What follows belongs to an exercise in optimizing a design on an open flow for small area, a short achievable clock period and few clock cycles; a production flow would make more cautious choices.
Where RTL was checked, it was by simulation tests only, not by an equivalence proof against the original.
No functional check of the RTL was part of runs 2 to 4.
No activity file was given, so power comes from the tool's default toggle rates.

==> design/flow/design.v <==
module mulDiv(clk, rst_n, valid, ready, mode, in_A, in_B, out);
    input         clk, rst_n;
    input         valid, mode;  
    output        ready;
    input  [31:0] in_A, in_B;
    output [63:0] out;
    parameter IDLE = 2'b00;
    parameter MUL  = 2'b01;
    parameter DIV  = 2'b10;
    parameter OUT  = 2'b11;
    reg  [ 1:0] state, state_nxt;
    reg  [ 4:0] counter, counter_nxt;
    reg  [63:0] shreg, shreg_nxt;
    reg  [31:0] alu_in, alu_in_nxt;
    reg  [32:0] alu_out;
    assign  ready = (state==OUT);
    assign  out = shreg;
    always @(*) begin
        case(state)
            IDLE: begin
                if (valid)
                    state_nxt = (mode==1) ? DIV : MUL;
                else
                    state_nxt = IDLE;
            end
            MUL : state_nxt = (counter==5'b11111) ? OUT : MUL;
            DIV : state_nxt = (counter==5'b11111) ? OUT : DIV;
            OUT : state_nxt = IDLE;       
        endcase
    end
    always @(*) begin
        case(state)
            MUL : counter_nxt = counter + 1'b1;
            DIV : counter_nxt = counter + 1'b1;
            default : counter_nxt = 0;
        endcase
    end
    always @(*) begin
        case(state)
            IDLE: begin
                if (valid) alu_in_nxt = in_B;
                else       alu_in_nxt = 0;
            end
            OUT : alu_in_nxt = 0;
            default: alu_in_nxt = alu_in;
        endcase
    end
    always @(*) begin
        case(state)
            MUL: begin 
                if (shreg[0]==1'b1) alu_out = shreg[63:32] + alu_in;
                else                alu_out = shreg[63:32];
            end
            DIV:begin
                if (shreg[62:31] >= alu_in) alu_out = shreg[62:31] - alu_in;
                else                        alu_out = shreg[62:31];
            end
            default: alu_out = 0;
        endcase
    end
    always @( *) begin
        case(state)
            IDLE: begin
                if (valid)begin
                    shreg_nxt[63:32] = 32'b0;
                    shreg_nxt[31:0] = in_A[31:0];
                end                  
                else
                    shreg_nxt = 0;
            end
            MUL: begin
                shreg_nxt[63:31] = alu_out[32:0];
                shreg_nxt[30:0] = shreg[31:1];
            end
            DIV: begin
                if (shreg[62:31] >= alu_in)begin
                    shreg_nxt[63:32] = alu_out[31:0];
                    shreg_nxt[31:1] = shreg[30:0];
                    shreg_nxt[0] = 1;
                end 
                else begin
                    shreg_nxt[63:32] = alu_out[31:0];
                    shreg_nxt[31:1] = shreg[30:0];
                    shreg_nxt[0] = 0;
                end                        
            end
            default: shreg_nxt = shreg;
        endcase
    end
    always @(posedge clk or negedge rst_n) begin
        if (!rst_n) begin
            state <= IDLE;
            counter <= 0;
            shreg <= 0;
            alu_in <= 0;
        end
        else begin
            state <= state_nxt;
            counter <= counter_nxt;
            shreg <= shreg_nxt;
            alu_in <= alu_in_nxt;
        end
    end
endmodule
==> design/flow/run.sh <==
#!/bin/bash
# synth_recipe.tcl (not shown) runs the flow's synth.tcl, then flattens the netlist and writes it again
# the make line also repeats each setting of config.mk as NAME=value (left out here)
make -C /OpenROAD-flow-scripts/flow DESIGN_CONFIG=/design/flow/config.mk WORK_HOME=/design/flow/orfs CLKGATE_MAP_FILE= SYNTH_SCRIPT=/design/flow/synth_recipe.tcl finish
==> design/flow/config.mk <==
export PLATFORM = sky130hd
export DESIGN_NAME = mulDiv
export DESIGN_NICKNAME = mulDiv
export VERILOG_FILES = /design/flow/design.v
export SDC_FILE = /design/flow/constraint.sdc
export NUM_CORES = 8
export LEC_CHECK = 0
export CAP_MARGIN = 20
export CORE_MARGIN = 2
export CORE_UTILIZATION = 40
export PLACE_DENSITY = 0.6
export SLEW_MARGIN = 20
==> design/flow/constraint.sdc <==
create_clock -name core_clock -period 5.0 [get_ports {clk}]
set_input_delay 1.0000 -clock core_clock [delete_from_list [all_inputs] [get_ports {clk}]]
set_output_delay 1.0000 -clock core_clock [all_outputs]
set_load 0.01 [all_outputs]
==> results of run 1 <==
layout make-up:
cell class	count	area, sq um
Fill cell	2090	11100
Multi-Input combinational cell	821	5980
Sequential cell	103	2580
Timing Repair Buffer	143	1400
Tap cell	280	350
Clock buffer	9	225
Inverter	55	206
Clock inverter	7	95.1
cell families (layout without fill, tap and decap cells):
group / count (synthesis) / count (layout) / synth area share [%]
xor+xnor: 59 / 59 / 5.72
buf+inv: 121 / 214 / 5.47
compound gates: 422 / 422 / 32.7
fa+ha+maj: 73 / 73 / 10.3
mux: 50 / 50 / 5.88
flops: 103 / 103 / 28.5
simple gates: 217 / 217 / 11.4
critical path: cells and delay by family (launching register included):
kind	cells	cell delay [ps]
flip-flops	1	480
buffers and inverters	1	170
adder cells (fa/ha/maj)	1	350
XOR/XNOR	1	220
AO/OA/AOI/OAI	9	2450
flip-flops by register name, summed over array words and instances (netlist names):
name     flops
state        2
counter      5
shreg       64
alu_in      32
path summary, 6_finish.rpt:
path	cells past startpoint	slack [ps]	start	to
max reg2reg	12	1250	shreg[33]$_DFFE_PN0P_	shreg[62]$_DFFE_PN0P_
min reg2reg	1	470	counter[0]$_DFF_PN0_	counter[0]$_DFF_PN0_
min in group asynchronous	1	740	rst_n	alu_in[18]$_DFFE_PN0P_
max in group asynchronous	2	3170	rst_n	shreg[14]$_DFFE_PN0P_
max	12	1250	shreg[33]$_DFFE_PN0P_	shreg[62]$_DFFE_PN0P_
min	1	470	counter[0]$_DFF_PN0_	counter[0]$_DFF_PN0_
Yosys cell counts, types with 7 or more instances:
cell | count | area share, %
nand3_1 | 18 | 1.0
clkbuf_1 | 57 | 2.4
a21o_1 | 33 | 2.7
nand4_1 | 9 | 0.62
mux2_2 | 15 | 1.9
inv_1 | 54 | 2.2
xnor2_1 | 41 | 4.0
nor2b_1 | 16 | 1.1
o211ai_1 | 9 | 0.75
mux2i_1 | 32 | 3.5
xor2_1 | 18 | 1.7
a22oi_1 | 32 | 2.7
a22o_1 | 62 | 6.0
nand2_1 | 94 | 3.9
dfrtp_1 | 103 | 29
nor3_1 | 7 | 0.39
ha_1 | 71 | 9.8
o221ai_1 | 15 | 1.5
o21a_1 | 13 | 1.1
o21ai_0 | 74 | 4.1
a21oi_1 | 95 | 5.3
nor2_1 | 36 | 1.5
a221o_1 | 7 | 0.78
nand2b_1 | 7 | 0.49
a211oi_1 | 19 | 1.6
and2_1 | 13 | 0.90
metrics by stage:
| step | power [mW] | setup WS (ps) |
|---|---|---|
| after detailed placement | 4.33 | 1350 |
| after floorplan | 3.47 | 1840 |
| after global placement | 4.33 | 1330 |
| after CTS | 5.16 | 1300 |
| final | 5.14 | 1250 |
| after global routing | 5.54 | 1140 |
routing by layer:
metal | vias up | track usage (%) | share of wire (%)
met2 | 214 | 37.1 | 46
met1 | 4041 | 32.6 | 48
met5 | - | 0 | 0
li1 | 4085 | - | -
met4 | 0 | 5.03 | 1.0
met3 | 16 | 3.03 | 4.6
power groups by stage:
stage	clock network (mW)	registers (mW)	logic, mW
6_report	0.802	1.29	3.04
5_1_grt	0.844	1.33	3.36
4_1_cts	0.822	1.29	3.04
3_5_place_dp	0	1.31	3.03
3_3_place_gp	0	1.30	3.02
2_1_floorplan	0	1.27	2.20
==> flow_summary.toml, run 1 <==
[run_status]
outcome = "finished clean"

[worst_setup_path]
worst_setup_path_end_kind = "flop"
cp_slowest_cell = "a211oi_1"
crit_chain = "ha_1 > a211oi_1 > o211ai_1 > a32oi_1 > buf_4 > o31a_1 > o21ai_1 > a31o_2 > o41a_1 > xor2_1 > a21oi_1 > o31ai_1"
cp-start-kind = "flop"
path_max_fanout = 7
cp_data_arrival_time_ps = 4020
worstPathRequired_ps = 5270
criticalPathCategory = "reg2reg"
cp_slowest_stage_delay_ps = 590

[clock_network]
cts_tree = "done"
cts_resized = 0
clk-insertion-delay-late_ps = 370
cts-root-buf = "clkbuf_16"
numClockSinks = 103
cts_htree_levels = 3
hold_buffers = 0
cts.clk_slew.worst_paths_ps = 80
cts_buffers = 9
clockBufferDepth = 2
post-cts-setup-buffer-count = 0

[floorplan]
start_util_pct = 41.1
core_sq_um = 22000
rows = 54
die_area_sq_um = 23800
chipHeight_um = 154
die_width_um = 154
ios = 133

[pwr]
p_per_area_nw_per_um2 = 474
irDropWorstVdd_uv = 166
swShare_pct = 45.9
p_clk_share_pct = 15.6
seq_power_share_pct = 25.2
power_leakage_nw = 4.69
power.switching_mw = 2.36
comb_power_share_pct = 59.2
power.internal_mw = 2.78

[sta]
setup_viol = 0
finalHoldViolations = 0
max_freq_ghz = 0.267
fin_crit_sh_pct = 75.0
slew_headroom_pct = 25.8
finalMaxSlewViolations = 0
worst_slew_pin_slew_ps = 1110
min_period_ps = 3750
tns_ps = 0
rsz0062_at_grt = "no"
fin_skew_ps = 7.88
hold_ws_ps = 466

[route]
dr.pass1.iters = 5
drt-initial-drc-count = 588
viasPerCell = 5.89
drtAntennaViolNets = 0
via_count = 8356
wirelength_mm = 27.0
drt-wirelength-per-cell_um = 19.0
drcViolationCount = 0

[placement]
dpl.hpwl_mm = 19.4
gp_congestion = 0.894
dp_cells = 1402
placed_area_sq_um = 10500
port-buffer-count = 132

[synthesis]
ys_seq_area_share_pct = 28.5
ys.flop_type = "dfrtp_1"
syn-num-nets = 1186
yosysWarnings = 1
syn_inst = 1045
avgSynthCellArea_sq_um = 8.64
synth.distinct_cells = 76
synth_edf_count = 0
ys_ff_latch = 103
synthArstFlopShare_pct = 100
netlist_area_sq_um = 9030

[global_route]
antenna_found_initial = 0
grt.overflow.total = 0
grt_pass1_wl_mm = 44.2
grt_pass1_vias = 8072
grt_start_max_net_pins = 102
grt_usage_pct = 22.9

[layout]
fin_cells = 1418
areaGrowthSynthToFinish_pct = 20.1
design_area_sq_um = 10800
nets = 1274
drive_above_1_share_pct = 6.06
fin_util_pct = 49.4
most-common-layout-cells = "clkdlybuf4s50_1 (131), dfrtp_1 (102), a21oi_1 (95), nand2_1 (94), o21ai_0 (74)"
final_common_cell = "clkdlybuf4s50_1"
n_antenna_cell = 0

[flow_run]
drv_cap = 0

[worst_hold_path]
holdCritPathClass = "reg2reg"
Testbench counts, summed over its fixed seeds: cycles 54,400.
==> run 2, diff against run 1 <==
==> design/flow/design.v (replaced) <==
module mulDiv(clk, rst_n, valid, ready, mode, in_A, in_B, out);
    input         clk, rst_n;
    input         valid, mode;  
    output        ready;
    input  [31:0] in_A, in_B;
    output [63:0] out;
    function [4:0] lzc32;
        input [31:0] x;
        reg   [15:0] x16;
        reg   [7:0]  x8;
        reg   [3:0]  x4;
        reg   [1:0]  x2;
        begin
            lzc32[4] = ~|x[31:16];
            x16      = lzc32[4] ? x[15:0]  : x[31:16];
            lzc32[3] = ~|x16[15:8];
            x8       = lzc32[3] ? x16[7:0] : x16[15:8];
            lzc32[2] = ~|x8[7:4];
            x4       = lzc32[2] ? x8[3:0]  : x8[7:4];
            lzc32[1] = ~|x4[3:2];
            x2       = lzc32[1] ? x4[1:0]  : x4[3:2];
            lzc32[0] = ~x2[1];
        end
    endfunction
    reg         s_norm, s_iter, rdy;
    reg         md;
    reg  [4:0]  cnt;
    reg  [4:0]  lza, lzb;
    reg         za, zb;
    reg  [31:0] X, Y, Z;
    assign ready = rdy;
    assign out   = {X, Y};
    wire        a_short = (lza >= lzb);           
    wire [4:0]  lzm     = a_short ? lza : lzb;
    wire [31:0] mop     = a_short ? X : Z;        
    wire [31:0] nop     = a_short ? Z : X;        
    wire [4:0]  dsh     = lzb - lza;              
    wire [31:0] sh_in   = md ? Z : mop;
    wire [4:0]  sh_amt  = md ? dsh : lzm;
    wire [31:0] sh_out  = sh_in << sh_amt;
    wire        mul_triv = za | zb | (lzm == 5'd31);
    wire        div_triv = zb | (lza > lzb);
    wire [31:0] add_a = md ? X : {Y[30:0], 1'b0};
    wire [31:0] add_b = md ? ~Z : (X[31] ? Z : 32'd0);
    wire [32:0] sum   = {1'b0, add_a} + {1'b0, add_b} + {32'd0, md};
    wire        cy    = sum[32];
    wire [31:0] xinc  = {X[30:0], Y[31]} + {31'd0, cy};
    always @(posedge clk or negedge rst_n) begin
        if (!rst_n) begin
            s_norm <= 1'b0;
            s_iter <= 1'b0;
            rdy    <= 1'b0;
        end else begin
            rdy    <= 1'b0;
            s_norm <= 1'b0;
            if (valid) begin
                s_norm <= 1'b1;
            end
            if (s_norm) begin
                if (md ? div_triv : mul_triv) rdy <= 1'b1;
                else                          s_iter <= 1'b1;
            end
            if (s_iter && cnt == 5'd0) begin
                s_iter <= 1'b0;
                rdy    <= 1'b1;
            end
        end
    end
    always @(posedge clk) begin
        if (valid) begin
            md  <= mode;
            X   <= in_A;
            Z   <= in_B;
            lza <= lzc32(in_A);
            lzb <= lzc32(in_B);
            za  <= ~|in_A;
            zb  <= ~|in_B;
        end
        if (s_norm) begin
            if (md) begin
                cnt <= dsh;
                if (zb) Y <= 32'hFFFFFFFF;
                else    Y <= 32'd0;
                Z <= sh_out;
            end else begin
                cnt <= 5'd30 - lzm;
                if (za | zb) begin
                    X <= 32'd0;
                    Y <= 32'd0;
                end else begin
                    X <= {sh_out[30:0], 1'b0};
                    Y <= nop;
                end
                Z <= nop;
            end
        end
        if (s_iter) begin
            cnt <= cnt - 5'd1;
            if (md) begin
                if (cy) X <= sum[31:0];
                Y <= {Y[30:0], cy};
                Z <= {1'b0, Z[31:1]};
            end else begin
                Y <= sum[31:0];
                X <= xinc;
            end
        end
    end
endmodule
==> flow_summary.toml, run 2 <==
[flow_run]
drv_cap = 0

[route]
drt-wirelength-per-cell_um = 30.0
drtAntennaViolNets = 0
dr.pass1.iters = 6
viasPerCell = 6.81
wirelength_mm = 75.0
drcViolationCount = 0
via_count = 17000
drt-initial-drc-count = 2696

[pwr]
power_leakage_nw = 6.92
irDropWorstVdd_uv = 393
p_per_area_nw_per_um2 = 684

[floorplan]
ios = 133
start_util_pct = 40.3
chipHeight_um = 193
die_width_um = 193
die_area_sq_um = 37100
rows = 69
core_sq_um = 35300

[worst_setup_path]
criticalPathCategory = "reg2reg"
cp_data_arrival_time_ps = 5020
worstPathRequired_ps = 5300
cp-start-kind = "flop"
worst_setup_path_end_kind = "flop"
path_max_fanout = 34

[synthesis]
ys_ff_latch = 117
synth_edf_count = 50
syn_inst = 1922
ys_seq_area_share_pct = 20.1
ys.flop_type = "dfxtp_1"
yosysWarnings = 1
netlist_area_sq_um = 14200
synth.top_cells.by_count = "nand2_1 (233), a21oi_1 (168), nor2_1 (166)"
synth.distinct_cells = 91
synthTopCellsByArea = "edfxtp_1 (11%), mux2i_1 (9.6%), dfxtp_1 (9.0%), nand2_1 (6.1%), mux2_2 (6.0%)"
yosysMostFrequentCell = "nand2_1"
avgSynthCellArea_sq_um = 7.41
synthArstFlopShare_pct = 2.56
syn-num-nets = 2035
yosysTopAreaCellShare_pct = 10.5
synth.largest_area_cell = "edfxtp_1"

[layout]
drive_above_1_share_pct = 14.9
design_area_sq_um = 17200
final_common_cell = "nand2_1"
nets = 2138
fin_cells = 2500
areaGrowthSynthToFinish_pct = 20.8
most-common-layout-cells = "nand2_1 (230), a21oi_1 (168), nor2_1 (163), mux2i_1 (137), clkdlybuf4s50_1 (131)"
reg_top3 = "X: 32 flops, Y: 32 flops, Z: 32 flops"

[sta]
finalMaxSlewViolations = 0
min_period_ps = 4730
fin_skew_ps = 15.2
slew_headroom_pct = 38.3
setup_viol = 0
hold_ws_ps = 617
finalHoldViolations = 0
max_freq_ghz = 0.212
fin_crit_sh_pct = 94.5
worst_slew_pin_slew_ps = 923

[clock_network]
cts_tree = "done"
cts-root-buf = "clkbuf_16"
clk-insertion-delay-late_ps = 470
cts_buffers = 17
numClockSinks = 117
hold_buffers = 0
cts_htree_levels = 4
clockBufferDepth = 2
cts.clk_slew.worst_paths_ps = 60

[global_route]
antenna_found_initial = 0
grt_usage_pct = 39.6
grt_pass1_vias = 15700
grt.overflow.total = 0
grt_pass1_wl_mm = 107
grt_start_max_net_pins = 100

[placement]
dp_cells = 2461
placed_area_sq_um = 16500
port-buffer-count = 132
gp_congestion = 1.03
dpl.hpwl_mm = 56.2

[worst_hold_path]
holdCritPathClass = "reg2reg"

[run_status]
outcome = "finished clean"
-- run 2: cell families (layout without fill, tap and decap cells) --
family	Yosys count	in the layout	synth area share [%]
XOR/XNOR	59	59	3.63
adder cells (fa/ha/maj)	45	45	4.11
buffers and inverters	206	322	6.12
multiplexers	217	217	16.2
other	0	1	0
AO/OA/AOI/OAI	620	620	28.9
flip-flops	117	117	20.1
AND/OR/NAND/NOR	658	658	21.0
-- run 2: layout make-up --
type / instances / area, sq um
Antenna cell: 1 / 2.50
Fill cell: 3529 / 18100
Inverter: 32 / 128
Clock buffer: 22 / 507
Timing Repair Buffer: 258 / 2350
Clock inverter: 10 / 88.8
Tap cell: 461 / 577
Multi-Input combinational cell: 1599 / 10700
Sequential cell: 117 / 2860
-- run 2: timing repair --
item                       4_1_cts  5_1_grt
setup endpoints to repair        0        5
buffers inserted                 0        4
gates resized for setup          0        3
-- run 2: through the flow --
| stage | setup slack, ps | util, % | total power [mW] | TNS, ps |
|---|---|---|---|---|
| 2_1_floorplan | -19.5 | - | 6.95 | -19.5 |
| 3_3_place_gp | 283 | 46.8 | 9.99 | 0 |
| 3_5_place_dp | 253 | 46.8 | 10.0 | 0 |
| 4_1_cts | 236 | 48.4 | 11.4 | 0 |
| 5_1_grt | -0.936 | 48.7 | 12.3 | -0.936 |
| 6_report | 274 | 48.7 | 11.8 | 0 |
-- run 2: where the power goes --
part	internal (mW)	switching (mW)
clock network	0.769	0.563
registers	1.53	0.865
logic	3.28	4.75
total	5.58	6.18
-- run 2: path summary, 6_finish.rpt --
path	cells past startpoint	end	slack (ps)	start
max	20	X[23]$_DFF_P_	270	md$_DFFE_PP_
min	1	rdy$_DFF_PN0_	620	cnt[4]$_DFFE_PP_
max reg2reg	20	X[23]$_DFF_P_	270	md$_DFFE_PP_
min reg2reg	1	rdy$_DFF_PN0_	620	cnt[4]$_DFFE_PP_
max in group asynchronous	1	s_norm$_DFF_PN0_	4110	rst_n
min in group asynchronous	1	rdy$_DFF_PN0_	720	rst_n
-- run 2: routing by layer --
metal | wire [um] | GRT usage, % | vias to the layer above
met5 | 0 | 0 | -
met2 | 31800 | 57.8 | 1258
met4 | 3890 | 19.9 | 0
met1 | 30200 | 54.5 | 8146
met3 | 9220 | 8.95 | 211
li1 | - | - | 7398
-- run 2: worst max-delay path, cell delays in order (launching register included) --
cell	delay, ps
edfxtp_1	450
clkbuf_16	290
mux2_2	370
ha_1	390
o21ai_0	120
a21oi_1	300
nand3_2	170
a211oi_2	260
o21ai_1	140
a21bo_2	260
clkinv_4	60
ha_4	130
and3_1	160
and2_4	170
nand2_4	80
nor3_1	430
and3_1	250
xnor2_1	120
nor2_1	50
a31oi_1	180
o221ai_1	150
==> run 3, diff against run 2 <==
--- a/design/flow/config.mk
+++ b/design/flow/config.mk
@@ -11,2 +11,3 @@
 export PLACE_DENSITY = 0.6
+export SETUP_SLACK_MARGIN = 1.5
 export SLEW_MARGIN = 20
==> flow_summary.toml, run 3 <==
[global_route]
grt.overflow.total = 0
grt_start_max_net_pins = 68
grt_usage_pct = 40.5
grt_pass1_vias = 16300
antenna_found_initial = 1
grt_pass1_wl_mm = 109

[synthesis]
synthArstFlopShare_pct = 2.56
synth.top_cells.by_count = "nand2_1 (233), a21oi_1 (168), nor2_1 (166)"
yosysMostFrequentCell = "nand2_1"
synth.distinct_cells = 91
yosysWarnings = 1
synth.largest_area_cell = "edfxtp_1"
avgSynthCellArea_sq_um = 7.41
netlist_area_sq_um = 14200
synthTopCellsByArea = "edfxtp_1 (11%), mux2i_1 (9.6%), dfxtp_1 (9.0%), nand2_1 (6.1%), mux2_2 (6.0%)"
ys_ff_latch = 117
synth_edf_count = 50
syn-num-nets = 2035
ys.flop_type = "dfxtp_1"
syn_inst = 1922
ys_seq_area_share_pct = 20.1
yosysTopAreaCellShare_pct = 10.5

[clock_network]
cts.clk_slew.worst_paths_ps = 70
clockBufferDepth = 2
cts_tree = "done"
clk-insertion-delay-late_ps = 470
cts_buffers = 17
cts_htree_levels = 4
hold_buffers = 0
numClockSinks = 117
cts-root-buf = "clkbuf_16"

[worst_setup_path]
cp_slowest_stage_delay_ps = 420
cp_data_arrival_time_ps = 4940
crit_family = "compound AO/OA/AOI/OAI gates"
cp-start-kind = "flop"
timing.rr.end = "X[14]$_DFF_P_"
path_common_cell = "buf_6"
worstRegToRegCells = 24
reg2reg_from = "md$_DFFE_PP_"
critPathLaunch = "md$_DFFE_PP_"
criticalPathCategory = "reg2reg"
setup.worst_path.end = "X[14]$_DFF_P_"
path_max_fanout = 15
crit_chain = "buf_6 > buf_12 > mux2_2 > ha_1 > a2111oi_4 > o21ai_2 > nand3_4 > a211oi_4 > o21ai_2 > a21bo_2 > clkinv_4 > ha_4 > and3_4 > buf_4 > buf_6 > buf_6 > buf_6 > buf_6 > buf_6 > and3_4 > and3_4 > xnor2_2 > a221oi_2 > a31o_2"
cp_num_cells = 24
reg2reg_slack_ps = 410
worst_setup_path_end_kind = "flop"
timing.critical_path.buf_inv = 9
cp_slowest_cell = "edfxtp_1"
worstPathRequired_ps = 5360

[sta]
finalMaxSlewViolations = 0
min_period_ps = 4590
slew_headroom_pct = 34.4
fin_skew_ps = 13.9
fin_crit_sh_pct = 91.7
max_freq_ghz = 0.218
rsz0062_at_grt = "yes"
finalHoldViolations = 0
setup_viol = 0
layout_setup_ws_ps = 415
worst_slew_pin_slew_ps = 982

[pwr]
p_clk_share_pct = 9.7
swShare_pct = 50.6
power.switching_mw = 6.89
p_total_mw = 13.6
comb_power_share_pct = 73.0
irDropWorstVdd_uv = 433
power_leakage_nw = 8.27
seq_power_share_pct = 17.3
p_per_area_nw_per_um2 = 665
power.internal_mw = 6.72

[route]
wirelength_met1_mm = 31.4
via_count = 18100
dr.pass1.iters = 6
wirelength_mm = 78.8
drtAntennaViolNets = 0
dr.max_layer_used = "met5"
wl_met2_mm = 32.9
drt-wirelength-per-cell_um = 29.4
wl_met3_mm = 9.23
drcViolationCount = 0
viasPerCell = 6.74
drt-initial-drc-count = 2330

[run_status]
outcome = "finished clean"

[layout]
fin_util_pct = 58.0
fill_cells = 3239
reg_top3 = "X: 32 flops, Y: 32 flops, Z: 32 flops"
multi_input_area_sq_um = 12000
n_antenna_cell = 0
seq_area_sq_um = 2860
drive_above_1_share_pct = 29.3
final_common_cell = "buf_4"
areaGrowthSynthToFinish_pct = 43.8
design_area_sq_um = 20500
nets = 2321
most-common-layout-cells = "buf_4 (225), nand2_1 (223), a21oi_1 (150), nor2_1 (150), clkdlybuf4s50_1 (131)"

[floorplan]
die_width_um = 193
ios = 133
core_sq_um = 35300
chipHeight_um = 193
die_area_sq_um = 37100
start_util_pct = 40.3
rows = 69

[placement]
place_ws_ps = 125
placed_area_sq_um = 16600
port-buffer-count = 132
gp_congestion = 1.02
dpl.hpwl_mm = 55.8

[worst_hold_path]
holdCritPathClass = "reg2reg"

[flow_run]
drv_cap = 0
-- run 3: changes by cell type in the layout (fill, tap and decap cells not counted), sizes merged --
cell      change
inv           -4
clkinvlp      +1
buf         +177
bufbuf        +1
clkbuf        +7
diode         -1
o21ai         +1
bufinv        -1
nand2         +1
clkinv        -1
-- run 3: layout make-up --
| cell class | count | share of cell area, % |
|---|---|---|
| sequential | 117 | 14.0 |
| multi-input combinational | 1601 | 58.8 |
| clock buffer | 26 | 2.80 |
| clock inverter | 5 | 0.159 |
| timing repair buffer | 439 | 20.8 |
| inverter | 32 | 0.648 |
| tap | 461 | 2.82 |
-- run 3: how the worst min path moves through the flow --
| stage | slack (ps) | end | cells past startpoint | start |
|---|---|---|---|---|
| after floorplan | 490 | rdy$_DFF_PN0_ | 1 | cnt[4]$_DFFE_PP_ |
| after global placement | 550 | rdy$_DFF_PN0_ | 1 | cnt[4]$_DFFE_PP_ |
| after detailed placement | 560 | rdy$_DFF_PN0_ | 1 | cnt[4]$_DFFE_PP_ |
| after CTS | 570 | rdy$_DFF_PN0_ | 1 | cnt[4]$_DFFE_PP_ |
| after global routing | 580 | rdy$_DFF_PN0_ | 1 | cnt[4]$_DFFE_PP_ |
| final | 550 | rdy$_DFF_PN0_ | 1 | cnt[4]$_DFFE_PP_ |
-- run 3: logic make-up after synthesis --
kind of cell,synth area share (%)
AND/OR/NAND/NOR,21.0
AO/OA/AOI/OAI,28.9
multiplexers,16.2
buffers and inverters,6.12
flip-flops,20.1
XOR/XNOR,3.63
adder cells (fa/ha/maj),4.11
-- run 3: routing by layer --
metal	track usage (%)	up-vias
li1	-	7774
met1	54.4	8665
met2	58.4	1342
met3	10.2	287
met4	22.8	2
met5	0	-
-- run 3: repair_timing --
action	CTS	global route
buffers inserted	82	86
cloned	5	6
pin swaps	58	74
resized for setup	156	191
setup endpoints to repair	84	89
endpoints found under the hold margin	0	0
-- run 3: power by group through the flow --
stage	Clock, mW	Combinational [mW]	Sequential (mW)
2_1_floorplan	0	5.09	1.95
3_3_place_gp	0	7.78	2.28
3_5_place_dp	0	7.81	2.28
4_1_cts	1.32	8.69	2.27
5_1_grt	1.35	10.5	2.37
6_report	1.32	9.94	2.35
-- run 3: per-stage QoR --
stage,hold slack [ps],std cells,setup TNS (ps)
floorplan,491,1922,-15.6
global placement,553,2470,0
detailed placement,558,2470,0
CTS,566,2588,0
global route,584,2681,0
finish,550,2681,0
-- run 3: worst reg2reg max path, delay by kind of cell, from the launching register on --
kind | cells | cell delay (ps)
and+or+nand+nor | 4 | 610
buffers and inverters | 9 | 1050
adders and majority gates | 2 | 480
AOI/OAI and AO/OA | 7 | 1400
DFF | 1 | 420
muxes | 1 | 350
xor gates and xnor gates | 1 | 150
==> run 4, diff against run 3 <==
--- a/design/flow/config.mk
+++ b/design/flow/config.mk
@@ -7,2 +7,3 @@
 export LEC_CHECK = 0
+export ABC_CLOCK_PERIOD_IN_PS = 2000
 export CAP_MARGIN = 20
@@ -11,3 +12,2 @@
 export PLACE_DENSITY = 0.6
-export SETUP_SLACK_MARGIN = 1.5
 export SLEW_MARGIN = 20
==> flow_summary.toml, run 4 <==
[pwr]
irDropWorstVdd_uv = 393
p_per_area_nw_per_um2 = 684
power_leakage_nw = 6.92

[route]
viasPerCell = 6.81
dr.pass1.iters = 6
drt-wirelength-per-cell_um = 30.0
via_count = 17000
drt-initial-drc-count = 2696
drcViolationCount = 0
wirelength_mm = 75.0
drtAntennaViolNets = 0

[clock_network]
clk-insertion-delay-late_ps = 470
cts-root-buf = "clkbuf_16"
numClockSinks = 117
cts_tree = "done"
cts.clk_slew.worst_paths_ps = 60
cts_htree_levels = 4
clockBufferDepth = 2
cts_buffers = 17

[worst_hold_path]
hold_path_depth = 1
holdCritPathClass = "reg2reg"

[placement]
port-buffer-count = 132
dpl.hpwl_mm = 56.2
gp_congestion = 1.03

[global_route]
antenna_found_initial = 0
grt_start_max_net_pins = 100
grt.overflow.total = 0
grt_pass1_vias = 15700
grt_pass1_wl_mm = 107
grt_usage_pct = 39.6

[sta]
slew_headroom_pct = 38.3
tns_ps = 0
worst_slew_pin_slew_ps = 923
setup_viol = 0
fin_skew_ps = 15.2
max_freq_ghz = 0.212
min_period_ps = 4730
fin_crit_sh_pct = 94.5
finalMaxSlewViolations = 0
finalHoldViolations = 0

[synthesis]
synth.largest_area_cell = "edfxtp_1"
synthArstFlopShare_pct = 2.56
yosysMostFrequentCell = "nand2_1"
yosysWarnings = 1
synth_edf_count = 50
ys_seq_area_share_pct = 20.1
ys.flop_type = "dfxtp_1"
yosysTopAreaCellShare_pct = 10.5
avgSynthCellArea_sq_um = 7.41
synth.top_cells.by_count = "nand2_1 (233), a21oi_1 (168), nor2_1 (166)"
syn_inst = 1922
syn-num-nets = 2035
synth.distinct_cells = 91
synthTopCellsByArea = "edfxtp_1 (11%), mux2i_1 (9.6%), dfxtp_1 (9.0%), nand2_1 (6.1%), mux2_2 (6.0%)"
ys_ff_latch = 117
netlist_area_sq_um = 14200

[layout]
areaGrowthSynthToFinish_pct = 20.8
most-common-layout-cells = "nand2_1 (230), a21oi_1 (168), nor2_1 (163), mux2i_1 (137), clkdlybuf4s50_1 (131)"
reg_top3 = "X: 32 flops, Y: 32 flops, Z: 32 flops"
drive_above_1_share_pct = 14.9
fin_util_pct = 48.7
nets = 2138
final_common_cell = "nand2_1"

[worst_setup_path]
reg2reg_slack_ps = 270
worst_setup_path_end_kind = "flop"
cp_data_arrival_time_ps = 5020
criticalPathCategory = "reg2reg"
path_max_fanout = 34
cp_slowest_cell = "edfxtp_1"
cp-start-kind = "flop"
cp_num_cells = 20
path_common_cell = "and3_1"
cp_slowest_stage_delay_ps = 450
timing.critical_path.buf_inv = 2
worstPathRequired_ps = 5300
crit_chain = "clkbuf_16 > mux2_2 > ha_1 > o21ai_0 > a21oi_1 > nand3_2 > a211oi_2 > o21ai_1 > a21bo_2 > clkinv_4 > ha_4 > and3_1 > and2_4 > nand2_4 > nor3_1 > and3_1 > xnor2_1 > nor2_1 > a31oi_1 > o221ai_1"
crit_family = "compound AO/OA/AOI/OAI gates"
worstRegToRegCells = 20

[flow_run]
drv_cap = 0

[run_status]
outcome = "finished clean"

[floorplan]
rows = 69
start_util_pct = 40.3
chipHeight_um = 193
ios = 133
die_width_um = 193
die_area_sq_um = 37100
core_sq_um = 35300
[run 4: cell counts after synthesis]
No cell type changed its count.
[run 4: cell families (layout without fill, tap and decap cells)]
| group | after synthesis | after routing | synth area share [%] |
|---|---|---|---|
| adders and majority gates | 45 | 45 | 4.11 |
| buffers and inverters | 206 | 322 | 6.12 |
| and+or+nand+nor | 658 | 658 | 21.0 |
| DFF | 117 | 117 | 20.1 |
| other | 0 | 1 | 0 |
| xor gates and xnor gates | 59 | 59 | 3.63 |
| muxes | 217 | 217 | 16.2 |
| AOI/OAI and AO/OA | 620 | 620 | 28.9 |
[run 4: per-layer routing]
metal  track usage, %  vias up  part of all wire, %
li1                 -     7398                    -
met1             54.5     8146                   40
met2             57.8     1258                   42
met3             8.95      211                   12
met4             19.9        0                  5.2
met5                0        -                    0
[run 4: per-stage QoR]
stage               std cells  total power, mW  cell area [sq um]  setup slack, ps  hold slack (ps)
finish                   2500             11.8              17200              274              617
global route             2499             12.3              17200           -0.936              634
detailed placement       2461             10.0              16500              253              592
floorplan                1922             6.95              14500            -19.5              491
global placement         2461             9.99              16500              283              594
CTS                      2493             11.4              17100              236              615
[run 4: what timing repair did]
item,4_1_cts,5_1_grt
buffers inserted,0,4
hold buffers,0,0
resized for setup,0,3
setup endpoints to repair,0,5
[run 4: layout make-up]
| cell class | count | area [sq um] |
|---|---|---|
| Clock buffer | 22 | 507 |
| Tap cell | 461 | 577 |
| Sequential cell | 117 | 2860 |
| Multi-Input combinational cell | 1599 | 10700 |
| Fill cell | 3529 | 18100 |
| Timing Repair Buffer | 258 | 2350 |
| Antenna cell | 1 | 2.50 |
| Inverter | 32 | 128 |
| Clock inverter | 10 | 88.8 |
[run 4: report_power, final]
| part | internal, mW | switching (mW) |
|---|---|---|
| clock network | 0.769 | 0.563 |
| logic | 3.28 | 4.75 |
| registers | 1.53 | 0.865 |
| total | 5.58 | 6.18 |
[run 4: final timing paths]
path                             startpoint               end
setup / recovery               md$_DFFE_PP_     X[23]$_DFF_P_
hold / removal             cnt[4]$_DFFE_PP_     rdy$_DFF_PN0_
setup reg to reg               md$_DFFE_PP_     X[23]$_DFF_P_
hold reg to reg            cnt[4]$_DFFE_PP_     rdy$_DFF_PN0_
max in group asynchronous             rst_n  s_norm$_DFF_PN0_
min in group asynchronous             rst_n     rdy$_DFF_PN0_
==> run 5, diff against run 4 <==
==> design/flow/design.v (replaced) <==
module mulDiv(clk, rst_n, valid, ready, mode, in_A, in_B, out);
    input         clk, rst_n;
    input         valid, mode;  
    output        ready;
    input  [31:0] in_A, in_B;
    output [63:0] out;
    function [4:0] lzc32;
        input [31:0] x;
        reg   [15:0] v1;           
        reg   [15:0] p1;           
        reg   [7:0]  v2;
        reg   [15:0] p2;           
        reg   [3:0]  v3;
        reg   [11:0] p3;           
        reg   [1:0]  v4;
        reg   [7:0]  p4;           
        integer i;
        begin
            for (i = 0; i < 16; i = i + 1) begin
                v1[i] = x[2*i+1] | x[2*i];
                p1[i] = ~x[2*i+1];
            end
            for (i = 0; i < 8; i = i + 1) begin
                v2[i] = v1[2*i+1] | v1[2*i];
                p2[2*i+1]   = ~v1[2*i+1];
                p2[2*i]     = v1[2*i+1] ? p1[2*i+1] : p1[2*i];
            end
            for (i = 0; i < 4; i = i + 1) begin
                v3[i] = v2[2*i+1] | v2[2*i];
                p3[3*i+2]   = ~v2[2*i+1];
                p3[3*i+:2]  = v2[2*i+1] ? p2[2*(2*i+1)+:2] : p2[2*(2*i)+:2];
            end
            for (i = 0; i < 2; i = i + 1) begin
                v4[i] = v3[2*i+1] | v3[2*i];
                p4[4*i+3]   = ~v3[2*i+1];
                p4[4*i+:3]  = v3[2*i+1] ? p3[3*(2*i+1)+:3] : p3[3*(2*i)+:3];
            end
            lzc32[4]   = ~v4[1];
            lzc32[3:0] = v4[1] ? p4[7:4] : p4[3:0];
        end
    endfunction
    function [31:0] below_msb;
        input [31:0] x;
        integer i;
        begin
            below_msb[31] = x[31];
            for (i = 30; i >= 0; i = i - 1)
                below_msb[i] = below_msb[i+1] | x[i];
        end
    endfunction
    function [30:0] inc31;
        input [30:0] x;
        input        ci;
        reg   [30:0] p;
        integer i, l;
        begin
            p = x;
            for (l = 0; l < 5; l = l + 1)
                for (i = 30; i >= 0; i = i - 1)
                    if (i >= (1 << l)) p[i] = p[i] & p[i - (1 << l)];
            inc31[0] = x[0] ^ ci;
            for (i = 1; i < 31; i = i + 1)
                inc31[i] = x[i] ^ (ci & p[i-1]);
        end
    endfunction
    reg         s_norm, s_iter, s_fin, s_fix, rdy;
    reg         md;
    reg  [4:0]  cnt;
    reg         last;      
    reg  [4:0]  lza, lzb;
    reg         zb;
    reg         a_short;   
    reg         en, inv;   
    reg  [31:0] X, Y, Z;
    reg         e;       
    reg         xm;      
    assign ready = rdy;
    assign out   = {X, Y};
    wire [31:0] ma_in  = below_msb(in_A);
    wire [31:0] mb_in  = below_msb(in_B);
    wire        a_lt_b = |(in_B & ~ma_in);    
    wire        a_gt_b = |(in_A & ~mb_in);    
    wire        triv   = mode ? a_lt_b : ~ma_in[0];
    wire [4:0]  lzm     = a_short ? lza : lzb;
    wire [31:0] nop     = a_short ? Z : X;        
    wire [31:0] mop     = a_short ? X : Z;        
    wire [4:0]  dsh     = lzb - lza;
    wire [31:0] sh_in   = md ? Z : mop;
    wire [4:0]  sh_amt  = md ? dsh : lzm;
    wire [31:0] sh_out  = sh_in << sh_amt;
    wire        one     = (lzm == 5'd31);         
    wire [31:0] b    = (Z & {32{en}}) ^ {32{inv}};
    wire [33:0] t    = {1'b0, Y, 1'b1} + {1'b0, b, inv};
    wire [31:0] s    = t[32:1];
    wire        c    = t[33];
    wire        sgn  = e ^ inv ^ c;               
    wire        inc_lo = s_fix ? ~X[0] : X[0];
    wire [30:0] inc_hi = inc31(X[31:1], s_fix ? X[0] : (e & ~md));
    wire [31:0] inc    = {inc_hi, inc_lo};
    wire n_norm = valid & ~triv;
    wire n_iter = (s_norm & ~(md & zb)) | (s_iter & ~last);
    wire n_fin  = (s_norm & md & zb) | (s_iter & last & md);
    wire n_fix  = s_iter & last & ~md & c;
    wire n_rdy  = (valid & triv) | s_fin | s_fix | (s_iter & last & ~md & ~c);
    wire [4:0] n_cnt = s_norm ? (md ? dsh : (one ? 5'd0 : 5'd30 - lzm)) : cnt - 5'd1;
    always @(posedge clk or negedge rst_n) begin
        if (!rst_n) begin
            s_norm <= 1'b0;
            s_iter <= 1'b0;
            s_fin  <= 1'b0;
            s_fix  <= 1'b0;
            rdy    <= 1'b0;
        end else begin
            s_norm <= n_norm;
            s_iter <= n_iter;
            s_fin  <= n_fin;
            s_fix  <= n_fix;
            rdy    <= n_rdy;
        end
    end
    always @(posedge clk) begin
        lza     <= lzc32(in_A);
        lzb     <= lzc32(in_B);
        zb      <= ~mb_in[0];
        a_short <= ~a_gt_b;
        cnt     <= n_cnt;
        last    <= (n_cnt == 5'd0);
        if (valid) md <= mode;
        if (md) begin
            en  <= n_iter | (n_fin & sgn);
            inv <= n_iter & ~(s_iter & sgn);
        end else begin
            en  <= n_iter & (s_norm ? (one ? sh_out[31] : sh_out[30]) : X[31]);
            inv <= 1'b0;
        end
        if (s_norm)      e <= 1'b0;
        else if (md)     e <= sgn;
        else             e <= c;
        xm <= s_norm ? (one ? sh_out[31] : sh_out[30]) : X[31];
        if (valid)
            X <= in_A;
        else if (s_norm)
            X <= md ? {32{zb}} : {sh_out[29:0], 1'b0, nop[31] & ~one};
        else if (s_fin)
            X <= s;
        else if (s_fix | (last & ~md))
            X <= inc;
        else
            X <= {inc[30:0], md ? ~sgn : s[31]};
        if (valid)
            Y <= 32'd0;
        else if (s_norm)
            Y <= md ? X : {nop[30:0] & {31{~one}}, 1'b0};
        else if (s_fin)
            Y <= X;
        else if (md | last | s_fix)
            Y <= s;
        else
            Y <= {s[30:0], 1'b0};
        if (valid)
            Z <= in_B;
        else if (s_norm) begin
            if (md)            Z <= sh_out;
            else if (!a_short) Z <= X;
        end else if (s_iter & md & ~last)
            Z <= {1'b0, Z[31:1]};
    end
endmodule
--- a/design/flow/config.mk
+++ b/design/flow/config.mk
@@ -7,3 +7,2 @@
 export LEC_CHECK = 0
-export ABC_CLOCK_PERIOD_IN_PS = 2000
 export CAP_MARGIN = 20
@@ -12,2 +11,3 @@
 export PLACE_DENSITY = 0.6
+export SETUP_SLACK_MARGIN = 1.5
 export SLEW_MARGIN = 20
==> flow_summary.toml, run 5 <==
[route]
dr.pass1.iters = 6
wirelength_mm = 71.2
via_count = 16900
drt-wirelength-per-cell_um = 28.3
viasPerCell = 6.72
drt-initial-drc-count = 2449
drcViolationCount = 0
drtAntennaViolNets = 0

[layout]
most-common-layout-cells = "nand2_1 (209), a21oi_1 (175), nor2_1 (168), o21ai_0 (162), clkdlybuf4s50_1 (129)"
drive_above_1_share_pct = 13.7
final_common_cell = "nand2_1"
design_area_sq_um = 17500
n_antenna_cell = 0
reg_top3 = "X: 32 flops, Y: 32 flops, Z: 32 flops"
areaGrowthSynthToFinish_pct = 23.4
nets = 2157
fill_cells = 3443

[synthesis]
yosysMostFrequentCell = "nand2_1"
synth-xor-area-share_pct = 5.50
yosysWarnings = 1
synth.largest_area_cell = "dfxtp_1"
ys.flop_type = "dfxtp_1"
yosys-mux-area-fraction_pct = 12.4
netlist_area_sq_um = 14200
synthSimpleGateAreaFrac_pct = 20.4
synth_edf_count = 33
synth_compound_area_share_pct = 31.6
ys_seq_area_share_pct = 19.9
synth_top_family_by_area = "compound AO/OA/AOI/OAI gates"
synthTopCellsByArea = "dfxtp_1 (12%), mux2i_1 (8.6%), edfxtp_1 (7.0%), a21oi_1 (6.7%), o21ai_0 (5.9%)"
avgSynthCellArea_sq_um = 7.26
syn-num-nets = 2060
syn_inst = 1952
synth.distinct_cells = 89
synthAdderAreaFrac_pct = 3.59
synth.top_cells.by_count = "nand2_1 (211), a21oi_1 (190), nor2_1 (172)"
yosysTopAreaCellShare_pct = 12.0
synthArstFlopShare_pct = 4.07
ys_ff_latch = 123

[floorplan]
start_util_pct = 40.8
die_area_sq_um = 36900
chipHeight_um = 192
rows = 68
die_width_um = 192
core_sq_um = 34700
ios = 133

[worst_setup_path]
cp_data_arrival_time_ps = 3690
criticalPathCategory = "reg2reg"
worst_setup_path_end_kind = "flop"
worstPathRequired_ps = 5180
cp-start-kind = "flop"
path_max_fanout = 30

[placement]
gp_congestion = 1.04
placed_area_sq_um = 15800
dpl.hpwl_mm = 52.3
port-buffer-count = 132

[clock_network]
cts_tree = "done"
cts-root-buf = "clkbuf_16"
cts_buffers = 17
clk-insertion-delay-late_ps = 440
hold_buffers = 0
cts_htree_levels = 4
clockBufferDepth = 2
cts.clk_slew.worst_paths_ps = 70
numClockSinks = 123

[sta]
fin_crit_sh_pct = 70.1
worst_slew_pin_slew_ps = 890
rsz0062_at_grt = "yes"
finalMaxSlewViolations = 0
tns_ps = 0
finalHoldViolations = 0
slew_headroom_pct = 40.7
setup_viol = 0
min_period_ps = 3510
max_freq_ghz = 0.285
fin_skew_ps = 14.0

[global_route]
grt_pass1_vias = 15300
grt_pass1_wl_mm = 102
grt_usage_pct = 37.6
antenna_found_initial = 0
grt.overflow.total = 0
grt_start_max_net_pins = 77

[pwr]
p_per_area_nw_per_um2 = 548
power_leakage_nw = 6.95
irDropWorstVdd_uv = 453

[flow_run]
drv_cap = 0

[run_status]
outcome = "finished clean"

[worst_hold_path]
holdCritPathClass = "reg2reg"
## run 5: cell types whose count changed in the layout (fill, tap and decap cells not counted), sizes merged, moves of 24 or more
cell,delta
xnor2,+34
nand2,-24
mux2,-46
buf,-26
inv,+38
nand3,-58
o21ai,+37
## run 5: final timing paths
check / from / to / slack, ps / depth (start not counted)
worst min register to register: cnt[0]$_DFF_P_ / cnt[0]$_DFF_P_ / 490 / 1
max in group asynchronous: rst_n / s_norm$_DFF_PN0_ / 3850 / 1
worst max-delay path: md$_DFFE_PP_ / Z[25]$_DFFE_PP_ / 1490 / 9
min in group asynchronous: rst_n / s_fix$_DFF_PN0_ / 850 / 1
worst min-delay path: cnt[0]$_DFF_P_ / cnt[0]$_DFF_P_ / 490 / 1
worst max register to register: md$_DFFE_PP_ / Z[25]$_DFFE_PP_ / 1490 / 9
## run 5: cell type report
cell class / instances / area, sq um / area share (%)
Inverter: 73 / 277 / 1.58
Clock inverter: 12 / 144 / 0.823
Timing Repair Buffer: 234 / 2260 / 12.9
Multi-Input combinational cell: 1600 / 10900 / 62.5
Clock buffer: 20 / 468 / 2.68
Sequential cell: 123 / 2830 / 16.2
Tap cell: 455 / 569 / 3.26
## run 5: per-layer routing
layer	track usage (%)	wire length, um	vias to the layer above	share of wire [%]
met1	50.3	28400	8124	40
li1	-	-	7434	-
met5	0	0	-	0
met2	57.2	30800	1172	43
met3	8.83	8340	194	12
met4	16.8	3670	0	5.2
## run 5: logic make-up after synthesis
group                    Yosys count
multiplexers                     162
AO/OA/AOI/OAI                    694
XOR/XNOR                          89
buffers and inverters            229
adder cells (fa/ha/maj)           40
flip-flops                       123
AND/OR/NAND/NOR                  615
## run 5: stage by stage
step | cells | total power, mW | utilization [%] | setup WS (ps) | hold WS (ps)
6_report | 2517 | 9.57 | 50.4 | 1490 | 495
5_1_grt | 2517 | 10.0 | 50.4 | 1470 | 520
2_1_floorplan | 1952 | 5.31 | - | 1540 | 449
3_3_place_gp | 2431 | 7.21 | 45.5 | 998 | 473
3_5_place_dp | 2431 | 7.23 | 45.5 | 842 | 483
4_1_cts | 2477 | 8.81 | 48.3 | 1510 | 496
## run 5: where the power goes
part | leakage, nW | switching [mW] | total (mW) | internal [mW]
logic | 5.54 | 3.85 | 6.52 | 2.67
registers | 1.12 | 0.419 | 1.70 | 1.28
clock network | 0.292 | 0.529 | 1.35 | 0.822
## run 5: critical path, cell delays in order, from the launching register on
cell	delay (ps)
edfxtp_1	540
buf_12	250
nand2b_1	410
o21ai_0	540
mux2i_1	190
mux2_2	320
mux2_2	290
mux2i_4	230
mux2i_1	120
a221o_1	330
## run 5: timing repair
item / in CTS / in global routing
setup endpoints to repair: 62 / 59
setup buffers: 11 / 38
gates cloned: 3 / 2
gates resized for setup: 37 / 79
pin swaps: 3 / 20
Testbench counts of run 5, summed over its fixed seeds: cycles 16,045.
==> run 6, diff against run 5 <==
--- a/design/flow/design.v
+++ b/design/flow/design.v
@@ -50,15 +50,21 @@
     endfunction
-    function [30:0] inc31;
-        input [30:0] x;
+    function [31:0] inc32;
+        input [31:0] x;
         input        ci;
-        reg   [30:0] p;
+        input [1:0]  k;
+        reg   [31:0] q;            
+        reg   [31:0] pa;           
+        reg   [31:0] cy;
         integer i, l;
         begin
-            p = x;
+            for (i = 0; i < 32; i = i + 1)
+                q[i] = x[i] | (i < k);
+            pa = q;
             for (l = 0; l < 5; l = l + 1)
-                for (i = 30; i >= 0; i = i - 1)
-                    if (i >= (1 << l)) p[i] = p[i] & p[i - (1 << l)];
-            inc31[0] = x[0] ^ ci;
-            for (i = 1; i < 31; i = i + 1)
-                inc31[i] = x[i] ^ (ci & p[i-1]);
+                for (i = 31; i >= 0; i = i - 1)
+                    if (i >= (1 << l)) pa[i] = pa[i] & pa[i - (1 << l)];
+            cy[0] = ci & (k == 2'd0);
+            for (i = 1; i < 32; i = i + 1)
+                cy[i] = ci & (i >= k) & pa[i-1];
+            inc32 = x ^ cy;
         end
@@ -67,4 +73,3 @@
     reg         md;
-    reg  [4:0]  cnt;
-    reg         last;      
+    reg  [4:0]  r1;        
     reg  [4:0]  lza, lzb;
@@ -74,4 +79,4 @@
     reg  [31:0] X, Y, Z;
-    reg         e;       
-    reg         xm;      
+    reg         e;         
+    reg  [1:0]  kp;        
     assign ready = rdy;
@@ -91,2 +96,24 @@
     wire        one     = (lzm == 5'd31);         
+    reg  [1:0]  zc;        
+    reg  [1:0]  k;         
+    reg         last;      
+    wire [4:0]  r1n  = s_norm ? (md ? dsh : (one ? 5'd0 : 5'd30 - lzm))
+                              : r1 - 5'd1 - {3'd0, zc};
+    reg         xn31, xn30;
+    always @(*) begin
+        if (s_norm) begin
+            xn31 = sh_out[29];
+            xn30 = sh_out[28];
+        end else
+            case (k)
+                2'd1:    begin xn31 = X[30]; xn30 = X[29]; end
+                2'd2:    begin xn31 = X[29]; xn30 = X[28]; end
+                default: begin xn31 = X[28]; xn30 = X[27]; end
+            endcase
+    end
+    wire        z1n   = ~md & (r1n != 5'd0) & ~xn31;
+    wire        z2n   = z1n & (r1n != 5'd1) & ~xn30;
+    wire [1:0]  zcn   = {z2n, z1n & ~z2n};
+    wire        lastn = (r1n == {3'd0, zcn});
+    wire [1:0]  kn    = md ? 2'd1 : (lastn ? zcn : zcn + 2'd1);
     wire [31:0] b    = (Z & {32{en}}) ^ {32{inv}};
@@ -96,5 +123,3 @@
     wire        sgn  = e ^ inv ^ c;               
-    wire        inc_lo = s_fix ? ~X[0] : X[0];
-    wire [30:0] inc_hi = inc31(X[31:1], s_fix ? X[0] : (e & ~md));
-    wire [31:0] inc    = {inc_hi, inc_lo};
+    wire [31:0] inc  = inc32(X, e & ~md, kp);
     wire n_norm = valid & ~triv;
@@ -104,3 +129,2 @@
     wire n_rdy  = (valid & triv) | s_fin | s_fix | (s_iter & last & ~md & ~c);
-    wire [4:0] n_cnt = s_norm ? (md ? dsh : (one ? 5'd0 : 5'd30 - lzm)) : cnt - 5'd1;
     always @(posedge clk or negedge rst_n) begin
@@ -125,5 +149,7 @@
         a_short <= ~a_gt_b;
-        cnt     <= n_cnt;
-        last    <= (n_cnt == 5'd0);
         if (valid) md <= mode;
+        r1   <= r1n;
+        zc   <= zcn;
+        k    <= kn;
+        last <= lastn;
         if (md) begin
@@ -132,3 +158,10 @@
         end else begin
-            en  <= n_iter & (s_norm ? (one ? sh_out[31] : sh_out[30]) : X[31]);
+            if (s_norm)
+                en <= one ? sh_out[31] : sh_out[30];
+            else
+                case (k)
+                    2'd1:    en <= X[31] & ~last;
+                    2'd2:    en <= X[30] & ~last;
+                    default: en <= X[29] & ~last;
+                endcase
             inv <= 1'b0;
@@ -138,3 +171,3 @@
         else             e <= c;
-        xm <= s_norm ? (one ? sh_out[31] : sh_out[30]) : X[31];
+        kp <= s_norm ? 2'd0 : k;
         if (valid)
@@ -145,6 +178,11 @@
             X <= s;
-        else if (s_fix | (last & ~md))
+        else if (s_fix)
             X <= inc;
         else
-            X <= {inc[30:0], md ? ~sgn : s[31]};
+            case (k)
+                2'd0: X <= inc;
+                2'd1: X <= {inc[30:0], md ? ~sgn : s[31]};
+                2'd2: X <= {inc[29:0], s[31:30]};
+                2'd3: X <= {inc[28:0], s[31:29]};
+            endcase
         if (valid)
@@ -155,6 +193,11 @@
             Y <= X;
-        else if (md | last | s_fix)
+        else if (md | s_fix)
             Y <= s;
         else
-            Y <= {s[30:0], 1'b0};
+            case (k)
+                2'd0: Y <= s;
+                2'd1: Y <= {s[30:0], 1'b0};
+                2'd2: Y <= {s[29:0], 2'b0};
+                2'd3: Y <= {s[28:0], 3'b0};
+            endcase
         if (valid)
==> flow_summary.toml, run 6 <==
[route]
drcViolationCount = 0
drtAntennaViolNets = 0
drt-initial-drc-count = 2760
drt-wirelength-per-cell_um = 29.3
viasPerCell = 6.94
wirelength_mm = 78.6
dr.pass1.iters = 9
via_count = 18600

[sta]
worst_slew_pin_slew_ps = 1240
slew_headroom_pct = 17.2
fin_skew_ps = 8.36
setup_viol = 0
min_period_ps = 3510
tns_ps = 0
finalMaxSlewViolations = 0
rsz0062_at_grt = "yes"
fin_crit_sh_pct = 70.1
finalHoldViolations = 0
max_freq_ghz = 0.285

[placement]
gp_congestion = 1.04
dpl.hpwl_mm = 57.9
placed_area_sq_um = 16900
port-buffer-count = 132

[clock_network]
cts_buffers = 17
cts_htree_levels = 4
clockBufferDepth = 2
hold_buffers = 0
cts-root-buf = "clkbuf_16"
clk-insertion-delay-late_ps = 450
numClockSinks = 129
cts.clk_slew.worst_paths_ps = 70
cts_tree = "done"

[global_route]
grt.overflow.total = 0
grt_pass1_wl_mm = 112
antenna_found_initial = 4
grt_usage_pct = 38.5
grt_pass1_vias = 17000
grt_start_max_net_pins = 67

[worst_setup_path]
worst_setup_path_end_kind = "flop"
criticalPathCategory = "reg2reg"
cp-start-kind = "flop"
cp_data_arrival_time_ps = 3890
worstRegToRegCells = 12
path_max_fanout = 12
worstPathRequired_ps = 5390

[synthesis]
yosys-mux-area-fraction_pct = 12.5
syn-num-nets = 2171
synth.distinct_cells = 88
avgSynthCellArea_sq_um = 7.41
ys_ff_latch = 129
yosysMostFrequentCell = "nand2_1"
yosysWarnings = 1
synth.top_cells.by_count = "nand2_1 (209), a21oi_1 (192), nor2_1 (163)"
ys.flop_type = "dfxtp_1"
synth_compound_area_share_pct = 34.6
synth.largest_area_cell = "dfxtp_1"
synthAdderAreaFrac_pct = 3.79
synthSimpleGateAreaFrac_pct = 17.2
yosysTopAreaCellShare_pct = 11.9
synthTopCellsByArea = "dfxtp_1 (12%), mux2i_1 (9.6%), edfxtp_1 (6.5%), a21oi_1 (6.3%), o21ai_0 (5.2%)"
synthArstFlopShare_pct = 3.88
synth-xor-area-share_pct = 5.85
synth_edf_count = 33
syn_inst = 2058
netlist_area_sq_um = 15300
ys_seq_area_share_pct = 19.3
synth_top_family_by_area = "compound AO/OA/AOI/OAI gates"

[layout]
design_area_sq_um = 18700
areaGrowthSynthToFinish_pct = 22.6
final_common_cell = "nand2_1"
fill_cells = 3724
drive_above_1_share_pct = 13.9
reg_top3 = "X: 32 flops, Y: 32 flops, Z: 32 flops"
most-common-layout-cells = "nand2_1 (207), a21oi_1 (184), nor2_1 (161), o21ai_0 (149), mux2i_1 (144)"
nets = 2268

[flow_run]
drv_cap = 0

[floorplan]
die_width_um = 199
die_area_sq_um = 39700
start_util_pct = 40.6
rows = 71
ios = 133
chipHeight_um = 199
core_sq_um = 37600

[run_status]
outcome = "finished clean"

[pwr]
p_per_area_nw_per_um2 = 674
irDropWorstVdd_uv = 383
power_leakage_nw = 7.37

[worst_hold_path]
holdCritPathClass = "reg2reg"
hold_path_depth = 1
run 6: cell count changes after synthesis, moves of 16 or more:
cell / delta
a221oi_1: +41
nor3_1: -21
clkbuf_1: +21
mux2i_1: +25
a22oi_1: +31
a222oi_1: +16
nand3_1: +16
run 6: power by group:
group          switching, mW  internal, mW  leakage [nW]
combinational           5.39          3.71          5.90
sequential             0.696          1.41          1.17
clock                  0.554         0.844         0.299
run 6: cell families (layout without fill, tap and decap cells):
logic type,count (synthesis),count (layout)
other,0,1
flip-flops,129,129
AO/OA/AOI/OAI,780,780
AND/OR/NAND/NOR,578,578
XOR/XNOR,101,101
multiplexers,180,183
buffers and inverters,245,352
adder cells (fa/ha/maj),45,45
run 6: final timing paths:
kind                                  start          endpoint  slack, ps
max                          lzb[0]$_DFF_P_     X[29]$_DFF_P_       1490
min                        s_iter$_DFF_PN0_    inv$_SDFF_PN0_        490
max reg2reg                  lzb[0]$_DFF_P_     X[29]$_DFF_P_       1490
min reg2reg                s_iter$_DFF_PN0_    inv$_SDFF_PN0_        490
max in group asynchronous             rst_n   s_fin$_DFF_PN0_       3660
min in group asynchronous             rst_n  s_iter$_DFF_PN0_        920
run 6: timing repair:
item                       CTS  global route
hold endpoints to repair     0             0
buffers inserted            28            40
pin swaps                    5            24
cloned                       3             1
setup endpoints to repair   84            69
resized for setup           48            74
run 6: worst max-delay path, stage by stage (launching register included):
cell and delay (ps):
dfxtp_2 310, inv_1 110, ha_4 150, inv_1 50, fa_2 690, mux2_4 340
nand3_1 130, a21oi_2 310, inv_1 190, mux2_2 340, and2_1 200, o31ai_2 360
o2111a_1 250
run 6: routing by layer:
layer,routed length [um],part of all wire (%),track usage (%)
met4,5260,6.7,23.4
met1,30500,39,50.4
met2,32900,42,56.7
met3,9910,13,9.82
met5,11,0.014,0
run 6: cell type report:
cell class	count	area (sq um)	share of cell area (%)
flip-flops and latches	129	2950	15.8
clock inverters	11	160	0.856
repair buffers	252	2320	12.4
multi-input cells	1687	11900	63.7
diodes	1	2.50	0.0134
inverters	68	258	1.38
clock buffers	21	450	2.41
well taps	511	639	3.42
run 6: metrics by stage:
stage                     worst slack, ps  util [%]  power [mW]  cells  hold WS [ps]
after floorplan                      1520         -        7.13   2058           442
after global placement                782      44.9        9.68   2575           475
after detailed placement              758      44.9        9.71   2575           466
after CTS                            1510      47.9        11.5   2638           483
after global routing                 1360      49.8        13.2   2679           514
final                                1490      49.8        12.6   2680           492
Testbench counts of run 6, summed over its fixed seeds: cycles 13,418.
==> run 7, diff against run 6 <==
--- a/design/flow/design.v
+++ b/design/flow/design.v
@@ -63,4 +63,4 @@
             for (l = 0; l < 5; l = l + 1)
-                for (i = 31; i >= 0; i = i - 1)
-                    if (i >= (1 << l)) pa[i] = pa[i] & pa[i - (1 << l)];
+                for (i = 0; i < 32; i = i + 1)
+                    if ((i >> l) & 1) pa[i] = pa[i] & pa[((i >> l) << l) - 1];
             cy[0] = ci & (k == 2'd0);
==> design/flow/flow/run.sh (new file) <==
#!/bin/bash
# Own layout flow: the standard ORFS flow (standard.sh, unchanged synthesis
# and steps), except that the input and output ports are buffered with the
# smallest buffer cell (sky130_fd_sc_hd__buf_1) instead of the cell
# buffer_ports picks by default.  Every step's full output goes to a log file
# of its own in this folder (make.log) and in orfs/logs/.
set -euo pipefail
export BUFFER_PORTS_ARGS="-buffer_cell sky130_fd_sc_hd__buf_1"
bash standard.sh > make.log 2>&1
==> design/flow/standard.sh (new file) <==
#!/bin/bash
# synth_recipe.tcl (not shown) runs the flow's synth.tcl, then flattens the netlist and writes it again
# the make line also repeats each setting of config.mk as NAME=value (left out here)
make -C /OpenROAD-flow-scripts/flow DESIGN_CONFIG=/design/flow/config.mk WORK_HOME=/design/flow/orfs CLKGATE_MAP_FILE= SYNTH_SCRIPT=/design/flow/synth_recipe.tcl "${@:-finish}"
--- a/design/flow/config.mk
+++ b/design/flow/config.mk
@@ -9,5 +9,5 @@
 export CORE_MARGIN = 2
-export CORE_UTILIZATION = 40
-export PLACE_DENSITY = 0.6
-export SETUP_SLACK_MARGIN = 1.5
+export CORE_UTILIZATION = 60
+export PLACE_DENSITY = 0.75
+export SETUP_SLACK_MARGIN = 1.7
 export SLEW_MARGIN = 20
removed: design/flow/run.sh
==> flow_summary.toml, run 7 <==
[sta]
rsz0062_at_grt = "yes"
max_freq_ghz = 0.282
hold_ws_ps = 462
min_period_ps = 3550
setup_viol = 0
tns_ps = 0
finalHoldViolations = 0
fin_skew_ps = 22.0
fin_crit_sh_pct = 71.0
slew_headroom_pct = 18.6
layout_setup_ws_ps = 1450
worst_slew_pin_slew_ps = 1210
finalMaxSlewViolations = 0

[floorplan]
start_util_pct = 60.6
die_area_sq_um = 24800
rows = 56
chipHeight_um = 158
core_sq_um = 23300
die_width_um = 158
ios = 133

[layout]
final_common_cell = "a21oi_1"
n_antenna_cell = 0
nets = 2130
fill_cells = 1809
multi_input_area_sq_um = 11700
areaGrowthSynthToFinish_pct = 24.1
design_area_sq_um = 17500
fin_util_pct = 75.2
seq_area_sq_um = 2960
most-common-layout-cells = "a21oi_1 (181), nand2_1 (178), nor2_1 (169), buf_1 (131), o21ai_0 (121)"
reg_top3 = "X: 32 flops, Y: 32 flops, Z: 32 flops"
drive_above_1_share_pct = 19.9

[route]
wirelength_mm = 63.3
drcViolationCount = 0
viasPerCell = 7.36
dr.pass1.iters = 8
drt-wirelength-per-cell_um = 26.9
via_count = 17300
drtAntennaViolNets = 0
drt-initial-drc-count = 3033

[synthesis]
synthArstFlopShare_pct = 3.88
ys.flop_type = "dfxtp_1"
yosysMostFrequentCell = "a21oi_1"
yosys-mux-area-fraction_pct = 14.2
synthAdderAreaFrac_pct = 4.09
synth_compound_area_share_pct = 31.7
ys_seq_area_share_pct = 20.8
synth.top_cells.by_count = "a21oi_1 (204), nand2_1 (183), nor2_1 (173)"
ys_ff_latch = 129
synth.largest_area_cell = "dfxtp_1"
netlist_area_sq_um = 14100
synth-xor-area-share_pct = 6.26
syn-num-nets = 1998
syn_inst = 1885
yosysWarnings = 1
synthTopCellsByArea = "dfxtp_1 (13%), mux2i_1 (11%), a21oi_1 (7.2%), edfxtp_1 (7.0%), xnor2_1 (5.0%)"
synth.distinct_cells = 80
synth_edf_count = 33
synth_top_family_by_area = "compound AO/OA/AOI/OAI gates"
yosysTopAreaCellShare_pct = 12.9
avgSynthCellArea_sq_um = 7.50
synthSimpleGateAreaFrac_pct = 17.2

[global_route]
grt_pass1_wl_mm = 89.1
grt_pass1_vias = 15100
met2_usage_pct = 71.1
met3_usage_pct = 8.76
antenna_found_initial = 0
grt_usage_pct = 47.3
use_met1_pct = 60.9
grt_start_max_net_pins = 65
grt-busiest-layer = "met2"
grt.overflow.total = 0

[pwr]
irDropWorstVdd_uv = 601
power_leakage_nw = 6.94
p_per_area_nw_per_um2 = 711

[clock_network]
numClockSinks = 129
clockBufferDepth = 2
clk-insertion-delay-late_ps = 450
cts.clk_slew.worst_paths_ps = 70
cts_buffers = 17
cts-root-buf = "clkbuf_16"
cts_tree = "done"
cts_htree_levels = 4

[placement]
place_ws_ps = 853
port-buffer-count = 132
dpl.hpwl_mm = 43.4
gp_congestion = 1.03
placed_area_sq_um = 14800

[worst_setup_path]
worstRegToRegCells = 14
reg2reg_slack_ps = 1450
criticalPathCategory = "reg2reg"
path_max_fanout = 5
worstPathRequired_ps = 5310
cp_data_arrival_time_ps = 3860
worst_setup_path_end_kind = "flop"
reg2reg_from = "Z[5]$_DFFE_PP_"
cp-start-kind = "flop"
timing.rr.end = "X[1]$_DFF_P_"

[run_status]
outcome = "finished clean"

[worst_hold_path]
holdCritPathClass = "in2async"

[flow_run]
drv_cap = 0
==> run 7: cell types whose count changed in the layout (fill, tap and decap cells not counted), moves of 26 or more <==
cell	before	now
buf_1	0	131
o21ai_0	149	121
clkdlybuf4s50_1	131	0
mux2i_2	1	30
mux2i_1	144	108
nand2_1	207	178
a22oi_1	51	25
==> run 7: layout make-up <==
type	instances	share of cell area [%]
Clock buffer	20	2.73
Clock inverter	12	0.677
Inverter	51	1.18
Multi-Input combinational cell	1555	66.7
Sequential cell	129	16.8
Tap cell	319	2.27
Timing Repair Buffer	262	9.41
Timing Repair inverter	1	0.171
==> run 7: stage by stage <==
step	std cells	total power, mW
4_1_cts	2309	10.7
2_1_floorplan	1885	6.72
3_5_place_dp	2225	8.59
3_3_place_gp	2225	8.48
6_report	2349	12.5
5_1_grt	2349	13.0
==> run 7: per-layer routing <==
| metal | up-vias | part of all wire, % |
|---|---|---|
| met3 | 412 | 12 |
| li1 | 7362 | - |
| met4 | 0 | 9.1 |
| met1 | 7954 | 36 |
| met5 | - | 0 |
| met2 | 1567 | 43 |
==> run 7: cells by family after synthesis <==
kind of cell | Yosys count
and+or+nand+nor | 537
buffers and inverters | 202
muxes | 192
xor gates and xnor gates | 101
adders and majority gates | 45
AOI/OAI and AO/OA | 679
DFF | 129
==> run 7: critical path, cell delays in order (launching register included) <==
cell      delay (ps)
edfxtp_1         560
nand2_1          120
xnor2_1          140
ha_1             290
a21o_1           200
a31o_1           190
a21o_1           220
o211ai_1         340
a31oi_2          180
a311oi_2         360
buf_4            200
xnor2_4          110
a221o_1          320
a21oi_1          120
o21ai_1           70
==> run 7: power by group <==
part | internal [mW] | switching (mW)
clock network | 0.754 | 0.584
registers | 1.40 | 0.562
logic | 3.83 | 5.34
==> run 7: what timing repair did <==
action / in CTS / in global routing
gates cloned: 2 / 0
setup buffers: 50 / 40
pin swaps: 48 / 66
setup endpoints to repair: 88 / 79
resized for setup: 88 / 204
hold buffers: 0 / 0
==> run 7: worst max-delay path by stage <==
stage,slack (ps),to,cells after the start,startpoint
detailed placement,850,X[24]$_DFF_P_,13,en$_DFF_P_
global route,1300,Y[31]$_SDFF_PP0_,14,Z[15]$_DFFE_PP_
floorplan,1700,Y[22]$_SDFF_PP0_,15,en$_DFF_P_
CTS,1580,Y[25]$_SDFF_PP0_,14,Z[7]$_DFFE_PP_
finish,1450,X[1]$_DFF_P_,14,Z[5]$_DFFE_PP_
global placement,930,X[24]$_DFF_P_,13,en$_DFF_P_
Testbench counts of run 7, summed over its fixed seeds: cycles 13,418.

## port drivers added, routing unchanged
The results above use ideal ports. As a check the final layouts listed here were re-extracted and re-timed, cells and wires unchanged.
Step 1 assumes that a clkbuf_16 drives the clock port and a buf_2 every other input.
Step 2 also shifts input and output timing later by t, the mid clock arrival at the registers, as if the neighbouring blocks saw the same clock.
Three values: ideal ports, drivers, drivers and shift; two values: the first two.
run	shift t [ns]	slack for setup (ns)	latest minus earliest clock arrival (ns)	worst register clock-pin slew, ns	worst slew at a driven data input, ns
run 1	0.411	1.250 / 1.250 / 1.250	0.008 / 0.008	0.08 / 0.08	0.07
run 2	0.519	0.274 / 0.274 / 0.274	0.015 / 0.016	0.07 / 0.07	0.04
run 3	0.513	0.415 / 0.415 / 0.415	0.014 / 0.014	0.07 / 0.07	0.06
run 4	0.519	0.274 / 0.274 / 0.274	0.015 / 0.016	0.07 / 0.07	0.04
run 5	0.485	1.495 / 1.495 / 1.228	0.014 / 0.014	0.07 / 0.07	0.05
run 6	0.501	1.495 / 1.495 / 1.201	0.009 / 0.008	0.07 / 0.07	0.04
run 7	0.494	1.448 / 1.448 / 1.308	0.022 / 0.022	0.08 / 0.08	0.04
After both steps every run listed still meets setup and hold. For run 6, which loses most, drivers alone change the setup slack by 0.000 ns; drivers and shift together by -0.294 ns.
